This design comes from an exercise in tuning for small area on the open sky130 flow, not from production work.
In this exercise RTL edits were held to simulation tests only and were not proved equivalent to the original.
Power is estimated from default activity; no workload was simulated.

==> flow/design.v <==
`default_nettype none
module lcd_st7789v3 (input wire clk, input wire rst, output wire lcd_rst, output wire lcd_rs,
  output wire lcd_sd, output wire lcd_sck, output wire lcd_cs);
reg [17:0] V; reg [1:0] d; reg [2:0] L;
wire [22:0] c = {V,d,L};
wire run = ~V[17];
always @(posedge clk or negedge rst)
  if (~rst) begin V <= 18'd38613; d <= 2'd1; L <= 3'd1; end
  else if (run) begin
    L <= L + 3'd1;
    if (L == 3'd7) begin
      d <= (d == 2'd2) ? 2'd0 : d + 2'd1;
      if (d == 2'd2) V <= V + 1'b1;
    end
  end
wire pix = c >= 23'd3675912 && run;
wire cmd = (c >= 23'd2035712 && c <= 23'd2035719) || (c >= 23'd2835723 && c <= 23'd2835730) || (c >= 23'd3635734 && c <= 23'd3635797) || (c >= 23'd3635808 && c <= 23'd3635863) || (c >= 23'd3635874 && c <= 23'd3635881) || (c >= 23'd3675885 && c <= 23'd3675892) || (c >= 23'd3675904 && c <= 23'd3675911);
assign lcd_rst = ~(c >= 23'd2035626 && c <= 23'd2035701);
assign lcd_cs = ~(pix | cmd);
assign lcd_sck = ~lcd_cs;
reg csd, crs;
always @(*) begin
  case (c[8:0])
    9'd0: begin csd = 1'b0; crs = 1'b0; end
    9'd1: begin csd = 1'b0; crs = 1'b0; end
    9'd2: begin csd = 1'b0; crs = 1'b0; end
    9'd3: begin csd = 1'b0; crs = 1'b0; end
    9'd4: begin csd = 1'b0; crs = 1'b0; end
    9'd5: begin csd = 1'b0; crs = 1'b0; end
    9'd6: begin csd = 1'b0; crs = 1'b0; end
    9'd7: begin csd = 1'b1; crs = 1'b0; end
    9'd22: begin csd = 1'b0; crs = 1'b0; end
    9'd23: begin csd = 1'b0; crs = 1'b0; end
    9'd32: begin csd = 1'b1; crs = 1'b0; end
    9'd33: begin csd = 1'b0; crs = 1'b0; end
    9'd34: begin csd = 1'b1; crs = 1'b0; end
    9'd35: begin csd = 1'b0; crs = 1'b0; end
    9'd36: begin csd = 1'b1; crs = 1'b0; end
    9'd37: begin csd = 1'b0; crs = 1'b0; end
    9'd38: begin csd = 1'b0; crs = 1'b1; end
    9'd39: begin csd = 1'b0; crs = 1'b1; end
    9'd40: begin csd = 1'b0; crs = 1'b1; end
    9'd41: begin csd = 1'b0; crs = 1'b1; end
    9'd42: begin csd = 1'b0; crs = 1'b1; end
    9'd43: begin csd = 1'b0; crs = 1'b1; end
    9'd44: begin csd = 1'b0; crs = 1'b1; end
    9'd45: begin csd = 1'b1; crs = 1'b1; end
    9'd46: begin csd = 1'b0; crs = 1'b1; end
    9'd47: begin csd = 1'b0; crs = 1'b1; end
    9'd48: begin csd = 1'b1; crs = 1'b1; end
    9'd49: begin csd = 1'b0; crs = 1'b1; end
    9'd50: begin csd = 1'b1; crs = 1'b1; end
    9'd51: begin csd = 1'b0; crs = 1'b1; end
    9'd52: begin csd = 1'b0; crs = 1'b1; end
    9'd53: begin csd = 1'b0; crs = 1'b1; end
    9'd54: begin csd = 1'b0; crs = 1'b1; end
    9'd55: begin csd = 1'b0; crs = 1'b1; end
    9'd64: begin csd = 1'b0; crs = 1'b1; end
    9'd65: begin csd = 1'b0; crs = 1'b1; end
    9'd66: begin csd = 1'b0; crs = 1'b1; end
    9'd67: begin csd = 1'b0; crs = 1'b1; end
    9'd68: begin csd = 1'b0; crs = 1'b1; end
    9'd69: begin csd = 1'b0; crs = 1'b1; end
    9'd70: begin csd = 1'b0; crs = 1'b1; end
    9'd71: begin csd = 1'b0; crs = 1'b1; end
    9'd72: begin csd = 1'b0; crs = 1'b1; end
    9'd73: begin csd = 1'b0; crs = 1'b1; end
    9'd74: begin csd = 1'b0; crs = 1'b1; end
    9'd75: begin csd = 1'b1; crs = 1'b1; end
    9'd76: begin csd = 1'b0; crs = 1'b1; end
    9'd77: begin csd = 1'b0; crs = 1'b1; end
    9'd78: begin csd = 1'b0; crs = 1'b1; end
    9'd79: begin csd = 1'b0; crs = 1'b1; end
    9'd80: begin csd = 1'b1; crs = 1'b1; end
    9'd81: begin csd = 1'b0; crs = 1'b1; end
    9'd82: begin csd = 1'b1; crs = 1'b1; end
    9'd83: begin csd = 1'b0; crs = 1'b1; end
    9'd84: begin csd = 1'b1; crs = 1'b1; end
    9'd85: begin csd = 1'b0; crs = 1'b1; end
    9'd96: begin csd = 1'b0; crs = 1'b0; end
    9'd97: begin csd = 1'b0; crs = 1'b0; end
    9'd98: begin csd = 1'b1; crs = 1'b0; end
    9'd99: begin csd = 1'b0; crs = 1'b0; end
    9'd100: begin csd = 1'b1; crs = 1'b0; end
    9'd101: begin csd = 1'b0; crs = 1'b0; end
    9'd102: begin csd = 1'b1; crs = 1'b0; end
    9'd103: begin csd = 1'b1; crs = 1'b0; end
    9'd104: begin csd = 1'b0; crs = 1'b1; end
    9'd105: begin csd = 1'b0; crs = 1'b1; end
    9'd106: begin csd = 1'b0; crs = 1'b1; end
    9'd107: begin csd = 1'b0; crs = 1'b1; end
    9'd108: begin csd = 1'b0; crs = 1'b1; end
    9'd109: begin csd = 1'b0; crs = 1'b1; end
    9'd110: begin csd = 1'b0; crs = 1'b1; end
    9'd111: begin csd = 1'b0; crs = 1'b1; end
    9'd112: begin csd = 1'b0; crs = 1'b1; end
    9'd113: begin csd = 1'b0; crs = 1'b1; end
    9'd114: begin csd = 1'b1; crs = 1'b1; end
    9'd115: begin csd = 1'b1; crs = 1'b1; end
    9'd116: begin csd = 1'b0; crs = 1'b1; end
    9'd117: begin csd = 1'b1; crs = 1'b1; end
    9'd118: begin csd = 1'b0; crs = 1'b1; end
    9'd119: begin csd = 1'b1; crs = 1'b1; end
    9'd128: begin csd = 1'b0; crs = 1'b1; end
    9'd129: begin csd = 1'b0; crs = 1'b1; end
    9'd130: begin csd = 1'b0; crs = 1'b1; end
    9'd131: begin csd = 1'b0; crs = 1'b1; end
    9'd132: begin csd = 1'b0; crs = 1'b1; end
    9'd133: begin csd = 1'b0; crs = 1'b1; end
    9'd134: begin csd = 1'b0; crs = 1'b1; end
    9'd135: begin csd = 1'b0; crs = 1'b1; end
    9'd136: begin csd = 1'b0; crs = 1'b1; end
    9'd137: begin csd = 1'b0; crs = 1'b1; end
    9'd138: begin csd = 1'b0; crs = 1'b1; end
    9'd139: begin csd = 1'b0; crs = 1'b1; end
    9'd140: begin csd = 1'b0; crs = 1'b1; end
    9'd141: begin csd = 1'b1; crs = 1'b1; end
    9'd142: begin csd = 1'b0; crs = 1'b1; end
    9'd143: begin csd = 1'b0; crs = 1'b1; end
    9'd144: begin csd = 1'b0; crs = 1'b1; end
    9'd145: begin csd = 1'b0; crs = 1'b1; end
    9'd146: begin csd = 1'b1; crs = 1'b1; end
    9'd147: begin csd = 1'b0; crs = 1'b1; end
    9'd148: begin csd = 1'b1; crs = 1'b1; end
    9'd149: begin csd = 1'b0; crs = 1'b1; end
    9'd150: begin csd = 1'b1; crs = 1'b1; end
    9'd151: begin csd = 1'b1; crs = 1'b1; end
    9'd162: begin csd = 1'b0; crs = 1'b0; end
    9'd163: begin csd = 1'b0; crs = 1'b0; end
    9'd164: begin csd = 1'b1; crs = 1'b0; end
    9'd165: begin csd = 1'b0; crs = 1'b0; end
    9'd166: begin csd = 1'b0; crs = 1'b0; end
    9'd167: begin csd = 1'b0; crs = 1'b0; end
    9'd168: begin csd = 1'b0; crs = 1'b0; end
    9'd169: begin csd = 1'b1; crs = 1'b0; end
    9'd237: begin csd = 1'b0; crs = 1'b0; end
    9'd238: begin csd = 1'b0; crs = 1'b0; end
    9'd239: begin csd = 1'b0; crs = 1'b0; end
    9'd240: begin csd = 1'b1; crs = 1'b0; end
    9'd241: begin csd = 1'b0; crs = 1'b0; end
    9'd242: begin csd = 1'b0; crs = 1'b0; end
    9'd243: begin csd = 1'b1; crs = 1'b0; end
    9'd244: begin csd = 1'b1; crs = 1'b0; end
    9'd256: begin csd = 1'b0; crs = 1'b0; end
    9'd257: begin csd = 1'b0; crs = 1'b0; end
    9'd258: begin csd = 1'b1; crs = 1'b0; end
    9'd259: begin csd = 1'b0; crs = 1'b0; end
    9'd260: begin csd = 1'b1; crs = 1'b0; end
    9'd261: begin csd = 1'b1; crs = 1'b0; end
    9'd262: begin csd = 1'b0; crs = 1'b0; end
    9'd263: begin csd = 1'b0; crs = 1'b0; end
    9'd267: begin csd = 1'b0; crs = 1'b0; end
    9'd268: begin csd = 1'b0; crs = 1'b0; end
    9'd269: begin csd = 1'b0; crs = 1'b0; end
    9'd270: begin csd = 1'b1; crs = 1'b0; end
    9'd271: begin csd = 1'b0; crs = 1'b0; end
    9'd272: begin csd = 1'b0; crs = 1'b0; end
    9'd273: begin csd = 1'b0; crs = 1'b0; end
    9'd274: begin csd = 1'b1; crs = 1'b0; end
    default: begin csd = 1'bx; crs = 1'bx; end
  endcase
end
assign lcd_sd = pix ? (d == 2'd1 && ~(L[2] & L[1])) : csd;
assign lcd_rs = pix | crs;
endmodule
==> flow/run.sh <==
#!/bin/bash
# synth_recipe.tcl (not shown) runs the flow's synth.tcl, then flattens the netlist and writes it again
# the make line also repeats each setting of config.mk as NAME=value (left out here)
make -C /OpenROAD-flow-scripts/flow DESIGN_CONFIG=/design/flow/config.mk WORK_HOME=/design/flow/orfs CLKGATE_MAP_FILE= SYNTH_SCRIPT=/design/flow/synth_recipe.tcl finish
==> flow/config.mk <==
export PLATFORM = sky130hd
export DESIGN_NAME = lcd_st7789v3
export DESIGN_NICKNAME = lcd_st7789v3
export VERILOG_FILES = /design/flow/design.v
export SDC_FILE = /design/flow/constraint.sdc
export NUM_CORES = 4
export LEC_CHECK = 0
export CAP_MARGIN = 20
export CORE_MARGIN = 2
export CORE_UTILIZATION = 40
export SLEW_MARGIN = 20
==> flow/constraint.sdc <==
create_clock -name core_clock -period 12.0 [get_ports {clk}]
set_input_delay 2.4000 -clock core_clock [delete_from_list [all_inputs] [get_ports {clk}]]
set_output_delay 2.4000 -clock core_clock [all_outputs]
set_load 0.01 [all_outputs]
==> results.txt <==
-- cell families after synthesis --
logic type | Yosys count
AO/OA/AOI/OAI | 77
XOR/XNOR | 17
adder cells (fa/ha/maj) | 11
buffers and inverters | 40
flip-flops | 23
multiplexers | 5
AND/OR/NAND/NOR | 124
-- sequential cells by signal (all words and copies together) (netlist names) --
register,cells
d,2
V,18
L,3
-- synthesized netlist by cell type, drive strengths merged (3+ instances only) --
cell type,n
or4,3
nor2b,7
nand4,13
and3,4
nand2,30
xor2,4
a31oi,6
nand2b,5
nor4,5
clkbuf,6
buf,25
nor2,19
xnor2,13
o21ai,19
o211a,3
or3,3
inv,9
a211oi,4
o211ai,3
nor4b,3
ha,11
mux2,3
nand3,13
a221oi,3
dfstp,11
dfrtp,12
nor3,9
o2111ai,3
a21oi,12
-- power groups by stage --
stage	clock (mW)	combinational, mW	sequential (mW)
3_3_place_gp	0	0.00218	0.0790
6_report	0.0514	0.00202	0.0777
4_1_cts	0.0533	0.00223	0.0777
5_1_grt	0.0563	0.00240	0.0777
3_5_place_dp	0	0.00222	0.0790
2_1_floorplan	0	0.000000708	0.0790
-- cell type report --
| type | count | area share (%) |
|---|---|---|
| timing repair buffer | 7 | 2.75 |
| clock inverter | 1 | 0.204 |
| multi-input combinational | 234 | 66.2 |
| tap | 75 | 3.82 |
| sequential | 23 | 24.0 |
| inverter | 9 | 1.37 |
| clock buffer | 3 | 1.68 |
-- through the flow --
step | hold slack [ns] | util (%) | std cells | cell area (um^2)
after global placement | 0.537 | 40.7 | 348 | 2410
after CTS | 0.559 | 41.5 | 352 | 2460
after detailed placement | 0.546 | 40.7 | 348 | 2410
after global routing | 0.585 | 41.5 | 352 | 2460
final | 0.557 | 41.5 | 352 | 2460
after floorplan | 0.543 | - | 297 | 2460
-- routing by layer --
layer	up-vias	wire length [um]	track usage [%]
met5	-	0	0
met4	0	50	4.83
met3	8	387	2.83
met2	106	3220	34.2
met1	1072	2980	28.6
li1	1057	-	-
-- how the worst max path moves through the flow --
stage	from	endpoint	slack (ns)	depth (start not counted)
finish	L[1]	lcd_sd	6.27	9
global route	V[17]	lcd_cs	6.08	7
CTS	L[1]	lcd_sd	6.33	9
detailed placement	L[1]	lcd_sd	6.65	9
global placement	L[1]	lcd_sd	6.71	9
floorplan	L[1]	lcd_sd	7.39	10
==> results_dict.tcl <==
set metrics [dict create \
    status "timing/DRC/antenna clean" \
    drive_gt1_share_pct 12.3 \
    synthCells 297 \
    setup_tns_ns 0 \
    diodes 0 \
    hold_violations 0 \
    viasPerCell 6.37 \
    seqCellArea_um2 589 \
    cts_hold_buffers 0 \
    synth_flop_cell "dfrtp_1" \
    r2r_slack_ns 9.32 \
    dieArea_um2 6790 \
    rows 28 \
    yosysTopAreaCellShare_pct 12.2 \
    post_cts_buffers 0 \
    worstPathArrival_ns 3.33 \
    cts_buffers 3 \
    combPwrFrac_pct 1.5 \
    ys_types 69 \
    drc_errors 0 \
    crit_type "register to primary output" \
    p_switching_mw 0.0296 \
    post-dp-hpwl_um 4680 \
    synthAdderAreaFrac_pct 5.60 \
    holdPathEnd "V[6]" \
    grt_pass1_wl_um 10700 \
    gp_congestion 0.923 \
    nFillCells 605 \
    worstHoldPathType "register to register" \
    max_stage_delay_ns 0.61 \
    finalNetCount 291 \
    synthXorXnorAreaFrac_pct 6.06 \
    ys_ff_latch 23 \
    wl_per_cell_um 18.9 \
    synth-edff-count 0 \
    die_width_um 82.4 \
    worstRegToRegCells 7 \
    yosys_warnings 1 \
    cap_violations 0 \
    tightest_slew_ns 0.759 \
    antenna_found_initial 0 \
    start_kind "register" \
    path_cells "inv_1 -> ha_1 -> nor2b_1 -> o21ai_0 -> a31o_2 -> a2111oi_0 -> nor4_1 -> o22ai_1 -> clkdlybuf4s50_1" \
    ir_drop_uv 29.3 \
    first_iter_violations 169 \
    syn_area_per_cell_um2 8.28 \
    cts_tree "built" \
    grt_pass1_vias 2044 \
    wl_um 6640 \
    fin_crit_ns 5.73 \
    synth_compound_area_share_pct 22.6 \
    crit_buf_inv 2 \
    maxSlewHeadroom_pct 49.4 \
    p_int_mw 0.101 \
    maxSlewViolCount 0 \
    setup_violations 0 \
    cp-end-kind "primary output" \
    cp.required_ns 9.60 \
    clock_skew_ns 0.00551 \
    initial_core_util_pct 41.5 \
    critPathTopFamily "compound AO/OA/AOI/OAI gates" \
    vias 2243 \
    p_sw_share_pct 22.6 \
    insertion_delay_ns 0.27 \
    synth_top_family_by_area "simple AND/OR/NAND/NOR gates" \
    synth_area_um2 2460 \
    io_buffer_count 6 \
    synth.area.top_cells "dfrtp_1 (12%), dfstp_2 (12%), ha_1 (5.6%), xnor2_1 (4.6%), nand2_1 (4.6%)" \
    synthSimpleGateAreaFrac_pct 29.7 \
    power_density_nw_per_um2 53.3 \
    synth_seq_area_share_pct 24.0 \
    whs_path_depth 1 \
    grt_max_degree 27 \
    leakagePower_nw 0.898 \
    period_share_pct 47.8 \
    synthesis.nets 310 \
    die_h_um 82.4 \
    final_cell_mix "nand2_1 (30), o21ai_0 (19), nor2_1 (18)" \
    synthArstFlopShare_pct 100 \
    cts_buffer_depth 2 \
    cp_max_fo 14 \
    setup_ws_ns 6.27 \
    ctsResizeCount 0 \
    grt_overflow 0 \
    clock-root-buffer "clkbuf_8" \
    muxShareOfSynthArea_pct 2.19 \
    p_seq_share_pct 59.3 \
    ioPinCount 7 \
    firstDrtPassIters 5 \
    grt_setup_unrepaired "no" \
    area_growth_pct 0.0000813 \
    core_um2 5920 \
    antenna_left 0 \
    p_total_mw 0.131 \
    pwr-share-clk_pct 39.2 \
    final_common_cell "nand2_1" \
    r2r_end "V[14]" \
    min_from "V[6]" \
    synth_top_area_cell "dfrtp_1" \
    r2r-start "L[2]" \
    clock.fmax_mhz 174 \
    htreeDepth 1 \
    numClockSinks 23 \
    multiInputGateArea_um2 1630 \
    slowest_stage "dfrtp_1" \
    path_clk_slew_ns 0.09 \
    post-place-ws_ns 6.65 \
    grt_usage_pct 20.7 \
]

separate check: timing with driven ports:
No port has a modelled driver above. Below, the same layout with a new extraction and two added sets of constraints. Step 1 (the two cells are an assumption about what drives the block):
set clk [get_ports {clk}]
set_driving_cell -lib_cell sky130_fd_sc_hd__clkbuf_16 $clk
set_driving_cell -lib_cell sky130_fd_sc_hd__buf_2 [delete_from_list [all_inputs] $clk]
Step 2 times the ports against the registers' clock, not the clock port: input delays grow and output delays shrink by t, the midpoint of the rising clock arrivals with the driver on. Slacks: ideal ports / drivers / drivers and shift; pairs: ideal ports / drivers.
t (ns): 0.298
setup WS [ns]: 6.269 / 6.240 / 6.538
worst setup path after step 2: register to output
latest minus earliest clock arrival (ns): 0.005 / 0.006
worst data-port slew with drivers (ns): 0.03
After both steps setup and hold are still met in this run. For this run, drivers alone change the setup slack by -0.029 ns; drivers and shift together by +0.269 ns.
